This is an optimization exercise on Yosys and OpenROAD, whose aim is small area, not a production implementation. RTL that was checked went through simulation tests only; none was proved equivalent to the original. The flow treats the clock pin as an ideal source. Dropping or thinning the clock tree relies on that and would not hold on a real chip. No activity file was given, so power comes from the tool's default toggle rates.

== sierra ==
==> flow/design.v <==
module SAM (str, mode, clk, reset, msg, frame);
	input str;
	input mode;
	input clk;
	input reset;
	output [31:0] msg;
	output reg frame;
	reg [2:0] s;
	localparam [2:0] SN = 3'd0;
	localparam [2:0] SK = 3'd1;
	localparam [2:0] S0 = 3'd2;
	localparam [2:0] S1 = 3'd3;
	localparam [2:0] B0 = 3'd6;
	localparam [2:0] B1 = 3'd7;
	reg [5:0] p;
	reg [4:0] z;
	reg [31:0] Ac;
	reg [31:0] Bc;
	wire [2:0] n = z[2:0];
	wire st_n = (s == SN);
	wire st_k = (s == SK);
	wire cfg = mode & (st_n | st_k);
	wire clr = mode & st_n;
	wire shift = mode & st_k;
	wire dec = ~mode & ~(st_n | st_k);
	wire [5:0] ng;
	assign ng[0] = (n == 3'd0);
	assign ng[1] = (n == 3'd1);
	assign ng[2] = (n == 3'd2);
	assign ng[3] = (n == 3'd3);
	assign ng[4] = (n == 3'd4);
	assign ng[5] = ~(ng[0] | ng[1] | ng[2] | ng[3] | ng[4]);
	wire tap = (ng[0] & Ac[0]) | (ng[1] & Ac[1]) | (ng[2] & Ac[3]) |
		(ng[3] & Ac[7]) | (ng[4] & Ac[15]) | (ng[5] & Ac[31]);
	wire [31:0] ac_sh = {Ac[30:16], Ac[15] | ng[4], Ac[14:8], Ac[7] | ng[3],
		Ac[6:4], Ac[3] | ng[2], Ac[2], Ac[1] | ng[1], Ac[0] | ng[0],
		~str & tap};
	wire [31:0] bc_sh = {Bc[30:0], ~str & ~tap};
	wire keep = ~shift & ~clr;
	always @(posedge clk) begin
		Ac <= (ac_sh | {32{~shift}}) & (Ac | {32{~keep}});
		Bc <= (bc_sh & {32{shift}}) | (Bc & {32{keep}});
	end
	wire P = (s == B1);
	wire Q = (s == B0);
	assign msg = ~((~{32{Q}} | Ac) & (~{32{P}} | Bc));
	wire [5:0] need = st_n ? 6'b000011 :
		{ng[5], ng[5] | ng[4], ~(ng[0] | ng[1] | ng[2]), ~(ng[0] | ng[1]), ~ng[0], 1'b1};
	wire last = &(p | ~need);
	wire stop = &p[5:2];
	wire bnd = str & (z != 5'd0);
	wire shortp = (p <= 6'd8);
	wire accept = dec & ~stop & bnd & ~shortp;
	wire ob = ({z, 1'b0} <= p);
	wire p_clr = (cfg & last) | accept;
	wire p_inc = cfg | (dec & ~stop);
	wire z_clr = (cfg & st_k & last) | accept;
	wire z_inc = dec & ~stop & ~str & ~&z;
	always @(posedge clk) begin
		if (z_clr) z <= 5'd0;
		else if (clr) z[2:0] <= {z[1:0], str};
		else if (z_inc) z <= z + 5'd1;
	end
	always @(posedge clk, negedge reset) begin
		if (!reset) begin
			s <= SN;
			p <= 6'd0;
			frame <= 1'b0;
		end
		else begin
			if (p_clr) p <= 6'd0;
			else if (p_inc) p <= p + 6'd1;
			if (cfg & last) s <= st_n ? SK : S0;
			if (accept) begin
				s <= (s == S0) ? S1 : (ob ? B1 : B0);
			end
			if (dec & (stop | bnd)) frame <= accept;
		end
	end
endmodule
clock: 10.0 ns
lec_check: 0
abc_area: 1
cap_margin: 20
core_margin: 2
core_utilization: 70
gpl_timing_driven: 0
slew_margin: 20
standard.sh (not shown) runs the stock make flow with config.mk's settings and CLKGATE_MAP_FILE= SYNTH_SCRIPT=/design/flow/synth_recipe.tcl, a recipe that flattens the netlist after the stock synthesis.
==> flow/flow/run.sh <==
#!/bin/bash
# Standard ORFS layout with these changes:
#  - synthesis uses an area-oriented ABC script (flow/abc_area.script)
#    in place of ORFS's own, and leaves adders to ABC (no half-adder cells);
#    registers are left as the standard synthesis makes them
#  - ports are buffered with buf_1
#  - the clock tree is MANUAL_CTS_N clock buffers placed at the centres of
#    their groups of registers (flow/manual_cts.tcl) in place of TritonCTS
set -euo pipefail
W=$(pwd)
S="$W/scripts_own"
rm -rf "$S"
cp -r "$FLOW_HOME/scripts" "$S"
cp "$W/flow/abc_area.script" "$S/abc_area.script"
cp "$W/flow/manual_cts.tcl" "$S/manual_cts.tcl"
grep -q '^log_cmd clock_tree_synthesis {\*}\$cts_args$' "$S/cts.tcl"
sed -i 's|^log_cmd clock_tree_synthesis {\*}\$cts_args$|source $::env(SCRIPTS_DIR)/manual_cts.tcl\nmanual_cts $::env(MANUAL_CTS_BUF) $::env(MANUAL_CTS_N)\nset_propagated_clock [all_clocks]|' "$S/cts.tcl"
export SCRIPTS_DIR="$S"
export MANUAL_CTS_BUF=sky130_fd_sc_hd__buf_8
export MANUAL_CTS_N=4
ADDER_MAP_FILE= bash standard.sh synth > "$W/synth.log" 2>&1
export BUFFER_PORTS_ARGS="-buffer_cell sky130_fd_sc_hd__buf_1"
bash standard.sh > "$W/layout.log" 2>&1
Other scripts of this flow, unchanged in this note and not shown: flow/flow/abc_area.script, flow/flow/manual_cts.tcl
> inputs changed (sierra -> raven)
diff --git a/flow/design.v b/flow/design.v
--- a/flow/design.v
+++ b/flow/design.v
@@ -54,24 +54,29 @@
 	wire ob = ({z, 1'b0} <= p);
 	wire p_clr = (cfg & last) | accept;
 	wire p_inc = cfg | (dec & ~stop);
 	wire z_clr = (cfg & st_k & last) | accept;
 	wire z_inc = dec & ~stop & ~str & ~&z;
+	wire [5:0] p_next = {p[5:2] + {3'd0, &p[1:0]}, p[1:0] + 2'd1};
+	always @(posedge clk) begin
+		if (p_clr) p[5:2] <= 4'd0;
+		else if (p_inc) p[5:2] <= p_next[5:2];
+	end
 	always @(posedge clk) begin
 		if (z_clr) z <= 5'd0;
 		else if (clr) z[2:0] <= {z[1:0], str};
 		else if (z_inc) z <= z + 5'd1;
 	end
 	always @(posedge clk, negedge reset) begin
 		if (!reset) begin
 			s <= SN;
-			p <= 6'd0;
+			p[1:0] <= 2'd0;
 			frame <= 1'b0;
 		end
 		else begin
-			if (p_clr) p <= 6'd0;
-			else if (p_inc) p <= p + 6'd1;
+			if (p_clr) p[1:0] <= 2'd0;
+			else if (p_inc) p[1:0] <= p_next[1:0];
 			if (cfg & last) s <= st_n ? SK : S0;
 			if (accept) begin
 				s <= (s == S0) ? S1 : (ob ? B1 : B0);
 			end
 			if (dec & (stop | bnd)) frame <= accept;
==> run summary <==
- Going from sierra to raven, global-route wire length before repair grows by about 2.4%.
- Post-layout total power sits higher in raven than in sierra.
- Where worst supply voltage drop on vdd is concerned, sierra is outperformed by raven.
- Comparing sierra and raven, the higher arrival time at the worst endpoint was measured on raven.
- Of sierra and raven, the run reporting the lower total non-filler cell area in the finished layout was sierra.
- Changes observed in raven relative to sierra: global-route usage now larger; share of power burned in combinational logic went up by 1.2 points.
- When raven is set beside sierra, its final worst-path cycle share turns out to be 1.3 points larger.
- Higher power density of the placed cells was reported by raven, not sierra.
- sierra and raven ended up with nearly the same required time reported for the critical path endpoint.
- On worst hold slack: between sierra and raven, it ends up lower for raven.
- Of sierra and raven, sierra shows the higher clock network fraction of design power, with raven below it.
- After synthesis and placement, the instance count of raven is above that of sierra.
- Number of max-cap violations: raven vs sierra identical
In every run of this note, the design's own scripts or RTL, not TritonCTS, make the clock network.


Another version of the RTL of SAM (not shown whole).
Size in the first run: roughly 290 cells after synthesis, ~80 flip-flops, about 37 I/O pins, roughly 3000 um2 of cells after synthesis.
==> module SAM, before the edit <==
module SAM (str, mode, clk, reset, msg, frame);
	input str;
	input mode;
	input clk;
	input reset;
	output [31:0] msg;
	output reg frame;
	reg [2:0] s;
	reg [5:0] p;		 
	reg [5:0] z;		 
	reg [31:0] Ac;		 
	reg [31:0] Bc;		 
	wire [2:0] n = z[2:0];
	wire st_n = (s == 3'b000);
	wire st_d = (s == 3'b001);
	wire st_c = (s == 3'b010);
	wire cfg = mode & ~s[2];
	wire clr = mode & st_n;
	wire shift = mode & (st_d | st_c);
	wire dec = ~mode & s[2];
	wire [5:0] ng;
	assign ng[0] = (n == 3'd0);
	assign ng[1] = (n == 3'd1);
	assign ng[2] = (n == 3'd2);
	assign ng[3] = (n == 3'd3);
	assign ng[4] = (n == 3'd4);
	assign ng[5] = ~(ng[0] | ng[1] | ng[2] | ng[3] | ng[4]);
	wire tap = (ng[0] & Ac[0]) | (ng[1] & Ac[1]) | (ng[2] & Ac[3]) |
		(ng[3] & Ac[7]) | (ng[4] & Ac[15]) | (ng[5] & Ac[31]);
	wire ac_in = ~str & (st_d | tap);
	wire bc_in = ~str & st_c & ~tap;
	wire [31:0] ac_sh = {Ac[30:16], Ac[15] | (st_c & ng[4]), Ac[14:8],
		Ac[7] | (st_c & ng[3]), Ac[6:4], Ac[3] | (st_c & ng[2]), Ac[2],
		Ac[1] | (st_c & ng[1]), Ac[0] | (st_c & ng[0]), ac_in};
	wire [31:0] bc_sh = {Bc[30:0], bc_in};
	wire keep = ~shift & ~clr;
	always @(posedge clk) begin
		Ac <= (ac_sh | {32{~shift}}) & (Ac | {32{~keep}});
		Bc <= (bc_sh & {32{shift}}) | (Bc & {32{keep}});
	end
	wire P = s[2] & s[1] & s[0];
	wire Q = s[2] & s[1] & ~s[0];
	assign msg = ~((~{32{Q}} | Ac) & (~{32{P}} | Bc));
	wire [4:0] need = st_n ? 5'b00011 : {ng[5], ng[5] | ng[4], ng[5] | ng[4] | ng[3], ~(ng[0] | ng[1]), ~ng[0]};
	wire last = &(p[4:0] | ~need);
	wire stop = &p[5:2];
	wire bnd = str & (z != 6'd0);
	wire shortp = (p <= 6'd8);
	wire accept = dec & ~stop & bnd & ~shortp;
	wire ob = ({z, 1'b0} <= {1'b0, p});
	wire p_clr = (cfg & last) | accept;
	wire p_inc = cfg | (dec & ~stop);
	wire z_clr = (cfg & st_c & last) | accept;
	wire z_inc = dec & ~stop & ~str;
	always @(posedge clk) begin
		if (z_clr) z <= 6'd0;
		else if (clr) z[2:0] <= {z[1:0], str};
		else if (z_inc) z <= z + 6'd1;
	end
	always @(posedge clk, negedge reset) begin
		if (!reset) begin
			s <= 3'b000;
			p <= 6'd0;
			frame <= 1'b0;
		end
		else begin
			if (p_clr) p <= 6'd0;
			else if (p_inc) p <= p + 6'd1;
			if (cfg & last) begin
				if (st_n) s <= 3'b001;
				else if (st_d) s <= 3'b010;
				else if (st_c) s <= 3'b100;
			end
			if (accept) begin
				s[1] <= s[1] | s[0];
				s[0] <= (s[1] | s[0]) ? ob : 1'b1;
			end
			if (dec & (stop | bnd)) frame <= accept;
		end
	end
endmodule
clock: 10.0 ns
lec_check: 0
abc_area: 1
cap_margin: 20
core_margin: 2
core_utilization: 70
slew_margin: 20
==> flow/flow/run.sh <==
#!/bin/bash
# Standard ORFS layout with these changes:
#  - synthesis uses an area-oriented ABC script (flow/abc_area.script)
#    in place of ORFS's own, and leaves adders to ABC (no half-adder cells);
#    registers are left as the standard synthesis makes them
#  - ports are buffered with buf_1
#  - the clock tree is MANUAL_CTS_N clock buffers placed at the centres of
#    their groups of registers (flow/manual_cts.tcl) in place of TritonCTS
set -euo pipefail
W=$(pwd)
S="$W/scripts_own"
rm -rf "$S"
cp -r "$FLOW_HOME/scripts" "$S"
cp "$W/flow/abc_area.script" "$S/abc_area.script"
cp "$W/flow/manual_cts.tcl" "$S/manual_cts.tcl"
grep -q '^log_cmd clock_tree_synthesis {\*}\$cts_args$' "$S/cts.tcl"
sed -i 's|^log_cmd clock_tree_synthesis {\*}\$cts_args$|source $::env(SCRIPTS_DIR)/manual_cts.tcl\nmanual_cts $::env(MANUAL_CTS_BUF) $::env(MANUAL_CTS_N)\nset_propagated_clock [all_clocks]|' "$S/cts.tcl"
export SCRIPTS_DIR="$S"
export MANUAL_CTS_BUF=sky130_fd_sc_hd__clkbuf_8
export MANUAL_CTS_N=4
ADDER_MAP_FILE= bash standard.sh synth > "$W/synth.log" 2>&1
export BUFFER_PORTS_ARGS="-buffer_cell sky130_fd_sc_hd__buf_1"
bash standard.sh > "$W/layout.log" 2>&1
Other scripts of this flow, unchanged in this note and not shown: flow/flow/abc_area.script, flow/flow/manual_cts.tcl
==> next run, changes <==
--- a/flow/design.v
+++ b/flow/design.v
@@ -17,32 +17,40 @@
 	wire cfg = mode & ~s[2];
 	wire clr = mode & st_n;
 	wire shift = mode & (st_d | st_c);
 	wire dec = ~mode & s[2];
-	wire [5:0] ng;
-	assign ng[0] = (n == 3'd0);
-	assign ng[1] = (n == 3'd1);
-	assign ng[2] = (n == 3'd2);
-	assign ng[3] = (n == 3'd3);
-	assign ng[4] = (n == 3'd4);
-	assign ng[5] = ~(ng[0] | ng[1] | ng[2] | ng[3] | ng[4]);
-	wire tap = (ng[0] & Ac[0]) | (ng[1] & Ac[1]) | (ng[2] & Ac[3]) |
-		(ng[3] & Ac[7]) | (ng[4] & Ac[15]) | (ng[5] & Ac[31]);
+	wire [5:0] win = {n >= 3'd5, n >= 3'd4, n >= 3'd3, n >= 3'd2, n >= 3'd1, 1'b1};
+	wire [5:0] sh = {6{shift}} & win;
+	wire [5:0] keep = ~sh & ~{6{clr}};
+	reg tap;
+	always @(*) begin
+		case (n)
+			3'd0: tap = Ac[0];
+			3'd1: tap = Ac[1];
+			3'd2: tap = Ac[3];
+			3'd3: tap = Ac[7];
+			3'd4: tap = Ac[15];
+			default: tap = Ac[31];
+		endcase
+	end
 	wire ac_in = ~str & (st_d | tap);
-	wire bc_in = ~str & st_c & ~tap;
-	wire [31:0] ac_sh = {Ac[30:16], Ac[15] | (st_c & ng[4]), Ac[14:8],
-		Ac[7] | (st_c & ng[3]), Ac[6:4], Ac[3] | (st_c & ng[2]), Ac[2],
-		Ac[1] | (st_c & ng[1]), Ac[0] | (st_c & ng[0]), ac_in};
+	wire bc_in = ~str & ~tap;
+	wire [31:0] ac_sh = {Ac[30:0], ac_in};
 	wire [31:0] bc_sh = {Bc[30:0], bc_in};
-	wire keep = ~shift & ~clr;
+	function [31:0] grp;
+		input [5:0] g;
+		grp = {{16{g[5]}}, {8{g[4]}}, {4{g[3]}}, {2{g[2]}}, g[1], g[0]};
+	endfunction
+	wire [31:0] sh32 = grp(sh);
+	wire [31:0] keep32 = grp(keep);
 	always @(posedge clk) begin
-		Ac <= (ac_sh | {32{~shift}}) & (Ac | {32{~keep}});
-		Bc <= (bc_sh & {32{shift}}) | (Bc & {32{keep}});
+		Ac <= (ac_sh | ~sh32) & (Ac | ~keep32);
+		Bc <= (bc_sh & sh32) | (Bc & keep32);
 	end
 	wire P = s[2] & s[1] & s[0];
 	wire Q = s[2] & s[1] & ~s[0];
 	assign msg = ~((~{32{Q}} | Ac) & (~{32{P}} | Bc));
-	wire [4:0] need = st_n ? 5'b00011 : {ng[5], ng[5] | ng[4], ng[5] | ng[4] | ng[3], ~(ng[0] | ng[1]), ~ng[0]};
+	wire [4:0] need = st_n ? 5'b00011 : win[5:1];
 	wire last = &(p[4:0] | ~need);
 	wire stop = &p[5:2];
 	wire bnd = str & (z != 6'd0);
 	wire shortp = (p <= 6'd8);
After rerunning: Worst setup slack loses 180 ps; synthesized area is higher by 0.83%; routed wire length went down by 1.1%; utilization came out lower by 2.9 points; final area rises by 0.57%; maximum frequency went down by 4.3%; global-route usage went up by 0.27 points; critical path depth increases by 2; register-to-register slack got worse by 40 ps; combinational power went up by 20%; cell count climbs by 3.1%.
Function not checked in the first run of this note: the RTL went through the layout flow alone. No run of this note takes its clock network from TritonCTS; it comes from the design's own scripts or RTL.

-- re-timing with driven ports --
How much do the figures lean on ideal ports? The routed layouts below were timed once more, with nothing changed but the port constraints.
Step 1: set_driving_cell puts a clkbuf_16 on clk and a buf_2 on each other input, an assumption about the parent block.
Step 2 moves the port delays by t, midway between the first and last clock arrival at a register: inputs arrive t later, outputs are due t later. That takes back most of the time a late clock gives input paths.
a / b / c = ideal ports / drivers / drivers and shift; a / b = the first two.
run	shift t [ns]	setup WS [ns]	latest minus earliest clock arrival (ns)	slew at the worst register clock pin (ns)	worst slew at a driven data input, ns
sierra	0.197	5.885 / 5.932 / 5.735	0.009 / 0.009	0.10 / 0.10	0.03
raven	0.200	5.753 / 5.797 / 5.597	0.011 / 0.011	0.11 / 0.11	0.03
the first run of note 2	0.227	5.924 / 5.865 / 5.899	0.014 / 0.015	0.12 / 0.12	0.03
the second run of note 2	0.218	5.740 / 5.773 / 5.554	0.010 / 0.009	0.12 / 0.12	0.03
After both steps every run listed still meets setup and hold. For the second run of note 2, which loses most, drivers alone change the setup slack by +0.033 ns; drivers and shift together by -0.186 ns.
